What follows belongs to an exercise in optimizing a design on an open flow for small area and a short achievable clock period; a production flow would make more cautious choices.
Only simulation tests tie the RTL to the original design; equivalence was not proved.
Power is estimated from default activity; no workload was simulated.

Design swt16_top, start of the top module:
module swt16_top (
    input             clock,
    input             reset,
    output     [11:0] out_pmem_addr,
    input      [15:0] in_pmem_word,
    output     [11:0] out_dmem_rd_addr,
    input      [15:0] in_dmem_rd_word,
    output     [11:0] out_dmem_wr_addr,
    output     [15:0] out_dmem_wr_word,
    output            out_dmem_write_en,
    output            out_nop_in_WB
);
export LEC_CHECK = 0
export ABC_CLOCK_PERIOD_IN_PS = 4000
export CAP_MARGIN = 20
export CORE_MARGIN = 2
export CORE_UTILIZATION = 60
export SETUP_SLACK_MARGIN = 5
export SLEW_MARGIN = 20
create_clock -name core_clock -period 10.5 [get_ports {clock}]
standard.sh (not shown) runs the stock make flow with config.mk's settings and CLKGATE_MAP_FILE= SYNTH_SCRIPT=/design/flow/synth_recipe.tcl, a recipe that flattens the netlist after the stock synthesis.
==> flow/flow/run.sh <==
#!/bin/bash
# Standard ORFS flow (the standard.sh, standard synthesis) with layout
# changes only: port buffers use the smallest buffer cell (the resizer upsizes
# where needed), and clock tree synthesis adds no dummy loads and uses
# clkbuf_8 buffers with sink clusters of up to 14 flip-flops.
set -uo pipefail
export BUFFER_PORTS_ARGS="-buffer_cell sky130_fd_sc_hd__buf_1"
export CTS_ARGS="-sink_clustering_enable -repair_clock_nets -dont_use_dummy_load -buf_list sky130_fd_sc_hd__clkbuf_8 -sink_clustering_size 14 -sink_clustering_max_diameter 60"
bash standard.sh synth > synth.log 2>&1 || exit 1
bash standard.sh finish > layout.log 2>&1 || exit 1
The starting point completed without violations.
Then changed:
--- a/flow/flow/run.sh
+++ b/flow/flow/run.sh
@@ -2,4 +2,3 @@
-# Standard ORFS flow (the standard.sh, standard synthesis) with layout
-# changes only: port buffers use the smallest buffer cell (the resizer upsizes
-# where needed), and clock tree synthesis adds no dummy loads and uses
-# clkbuf_8 buffers with sink clusters of up to 14 flip-flops.
+# Standard ORFS flow with two layout changes: port buffers use the smallest
+# buffer cell (the resizer upsizes where needed), and clock tree synthesis
+# adds no dummy loads.
- sequential cell count does not change
- wire length does not change
- die area is unchanged
- power is unchanged

swt16_top, a different RTL version from the one above (not shown whole).
Size in the first run: about 2,500 cells after synthesis, about 430 flip-flops.
clock: 10.5 ns
lec_check: 0
abc_clock_period_in_ps: 5000
cap_margin: 20
core_margin: 2
core_utilization: 60
setup_slack_margin: 5
slew_margin: 20
==> flow/flow/run.sh <==
#!/bin/bash
# Standard ORFS flow with two layout changes: port buffers use the smallest
# buffer cell (the resizer upsizes where needed), and clock tree synthesis
# adds no dummy loads.
set -uo pipefail
export BUFFER_PORTS_ARGS="-buffer_cell sky130_fd_sc_hd__buf_1"
export CTS_ARGS="-sink_clustering_enable -repair_clock_nets -dont_use_dummy_load -buf_list sky130_fd_sc_hd__clkbuf_8 -sink_clustering_size 14 -sink_clustering_max_diameter 60"
bash standard.sh synth > synth.log 2>&1 || exit 1
bash standard.sh finish > layout.log 2>&1 || exit 1
The first run finished with timing, DRC and antenna clean.
Change:
--- a/flow/flow/run.sh
+++ b/flow/flow/run.sh
@@ -6,3 +6,3 @@
 export BUFFER_PORTS_ARGS="-buffer_cell sky130_fd_sc_hd__buf_1"
-export CTS_ARGS="-sink_clustering_enable -repair_clock_nets -dont_use_dummy_load -buf_list sky130_fd_sc_hd__clkbuf_8 -sink_clustering_size 14 -sink_clustering_max_diameter 60"
+export CTS_ARGS="-sink_clustering_enable -repair_clock_nets -dont_use_dummy_load -buf_list sky130_fd_sc_hd__clkbuf_8"
 bash standard.sh synth > synth.log 2>&1 || exit 1
Settings changed: ABC_CLOCK_PERIOD_IN_PS 5000 to 4000.
Outcome:
- hold slack stays flat
- power increases by 4.0%
- cell count grows by 1.2%
Change:
--- a/flow/flow/run.sh
+++ b/flow/flow/run.sh
@@ -6,3 +6,3 @@
 export BUFFER_PORTS_ARGS="-buffer_cell sky130_fd_sc_hd__buf_1"
-export CTS_ARGS="-sink_clustering_enable -repair_clock_nets -dont_use_dummy_load -buf_list sky130_fd_sc_hd__clkbuf_8"
+export CTS_ARGS="-sink_clustering_enable -repair_clock_nets -dont_use_dummy_load -buf_list sky130_fd_sc_hd__clkbuf_8 -sink_clustering_size 17 -sink_clustering_max_diameter 70"
 bash standard.sh synth > synth.log 2>&1 || exit 1
Outcome: Final cell count decreases slightly; via count fell slightly; count of clock-buffer cells in the layout went down by 36.
Change:
--- a/flow/flow/run.sh
+++ b/flow/flow/run.sh
@@ -6,3 +6,3 @@
 export BUFFER_PORTS_ARGS="-buffer_cell sky130_fd_sc_hd__buf_1"
-export CTS_ARGS="-sink_clustering_enable -repair_clock_nets -dont_use_dummy_load -buf_list sky130_fd_sc_hd__clkbuf_8 -sink_clustering_size 17 -sink_clustering_max_diameter 70"
+export CTS_ARGS="-sink_clustering_enable -repair_clock_nets -dont_use_dummy_load -buf_list sky130_fd_sc_hd__clkbuf_8"
 bash standard.sh synth > synth.log 2>&1 || exit 1
Settings changed: CAP_MARGIN 20 to 10, CORE_UTILIZATION 60 to 70, SLEW_MARGIN 20 to 10.
=> Area after synthesis stays the same. Via count rises by a few percent. Die area falls by about a fifth. Fmax rises slightly. Total power rises by a few percent. Wire length falls slightly. Utilization rises by 12 points. Cell area rises slightly. Sequential power is about the same. Clock skew rises by 0.040 ns. Global-route usage rises by 6.1 points.

Starting RTL as in the previous note.
Settings: LEC_CHECK=0, ABC_CLOCK_PERIOD_IN_PS=4000, CAP_MARGIN=20, CORE_MARGIN=2, CORE_UTILIZATION=60, SETUP_SLACK_MARGIN=5, SLEW_MARGIN=20, TNS_END_PERCENT=20; clock period 10.5 ns.
==> flow/flow/run.sh <==
#!/bin/bash
# Standard ORFS flow with two layout changes: port buffers use the smallest
# buffer cell (the resizer upsizes where needed), and clock tree synthesis
# adds no dummy loads.
set -uo pipefail
export BUFFER_PORTS_ARGS="-buffer_cell sky130_fd_sc_hd__buf_1"
export CTS_ARGS="-sink_clustering_enable -repair_clock_nets -dont_use_dummy_load -buf_list sky130_fd_sc_hd__clkbuf_8"
bash standard.sh synth > synth.log 2>&1 || exit 1
bash standard.sh finish > layout.log 2>&1 || exit 1
Edit:
==> flow/flow/run.sh (replaced) <==
#!/bin/bash
# Standard ORFS flow with two layout changes: port buffers use the smallest
# buffer cell (the resizer upsizes where needed), and clock tree synthesis
# adds no dummy loads.
set -uo pipefail
export BUFFER_PORTS_ARGS="-buffer_cell sky130_fd_sc_hd__buf_1"
export CTS_ARGS="-sink_clustering_enable -repair_clock_nets -dont_use_dummy_load -buf_list sky130_fd_sc_hd__clkbuf_4"
bash standard.sh synth > synth.log 2>&1 || exit 1
bash standard.sh finish > layout.log 2>&1 || exit 1
--- a/flow/config.mk
+++ b/flow/config.mk
@@ -12,3 +12,2 @@
 export SETUP_SLACK_MARGIN = 5
 export SLEW_MARGIN = 20
-export TNS_END_PERCENT = 20
Effect: The new run ran to the end with no violations; sequential share of layout area went down by 0.42 points; cell area came out higher by 1.0%; area after synthesis stays the same; setup slack is worse by 0.24 ns; maximum frequency goes down by 4.2%; core utilization goes up by 0.69 points; total power barely changes; hold slack stays flat.
Edit:
==> flow/flow/run.sh (replaced) <==
#!/bin/bash
# Standard ORFS flow with two layout changes: port buffers use the smallest
# buffer cell (the resizer upsizes where needed), and clock tree synthesis
# adds no dummy loads.
set -uo pipefail
export BUFFER_PORTS_ARGS="-buffer_cell sky130_fd_sc_hd__buf_1"
export CTS_ARGS="-sink_clustering_enable -repair_clock_nets -dont_use_dummy_load -buf_list sky130_fd_sc_hd__clkbuf_8 -sink_clustering_size 14 -sink_clustering_max_diameter 60"
bash standard.sh synth > synth.log 2>&1 || exit 1
bash standard.sh finish > layout.log 2>&1 || exit 1
Result: The changed run completed with no timing, DRC or antenna violations; synthesized cell count stays the same; design area came out lower by 2.3%; worst hold slack stays flat.

separate check: timing with driven ports:
Ports are ideal in the flow. The routed layouts listed here were re-timed in OpenROAD.
Step 1 sets driving cells, clkbuf_16 on the clock port and buf_2 on the other inputs (assumed; they add their load-dependent delay and slew).
Step 2 moves the port delays by t, midway between the first and last clock arrival at a register: inputs arrive t later, outputs are due t later. That takes back most of the time a late clock gives input paths.
Slacks: ideal / step 1 / step 2; pairs: ideal / step 1.
| run | t, ns | setup slack, ns | worst hold slack (ns) | worst register clock-pin slew, ns | worst slew at a driven data input, ns |
|---|---|---|---|---|---|
| the first run of note 1 | 0.665 | 5.025 / 4.968 / 5.135 | 0.357 / 0.357 / 0.357 | 0.10 / 0.10 | 0.06 |
| the second run of note 1 | 0.665 | 5.025 / 4.968 / 5.135 | 0.357 / 0.357 / 0.357 | 0.10 / 0.10 | 0.06 |
| the first run of note 2 | 0.658 | 4.929 / 4.872 / 5.057 | 0.360 / 0.360 / 0.360 | 0.09 / 0.09 | 0.09 |
| the second run of note 2 | 0.669 | 4.973 / 4.918 / 5.113 | 0.358 / 0.358 / 0.358 | 0.06 / 0.06 | 0.10 |
| the third run of note 2 | 0.667 | 4.926 / 4.869 / 5.080 | 0.365 / 0.365 / 0.365 | 0.11 / 0.11 | 0.10 |
| the fourth run of note 2 | 0.646 | 4.963 / 4.909 / 5.001 | 0.355 / 0.355 / 0.355 | 0.07 / 0.07 | 0.10 |
| the first run of note 3 | 0.676 | 4.959 / 4.905 / 5.057 | 0.358 / 0.358 / 0.358 | 0.06 / 0.06 | 0.11 |
| the second run of note 3 | 0.867 | 4.718 / 4.665 / 5.076 | 0.358 / 0.358 / 0.358 | 0.07 / 0.07 | 0.10 |
| the third run of note 3 | 0.658 | 4.929 / 4.872 / 5.057 | 0.360 / 0.360 / 0.360 | 0.09 / 0.09 | 0.09 |
After both steps every run listed still meets setup and hold.
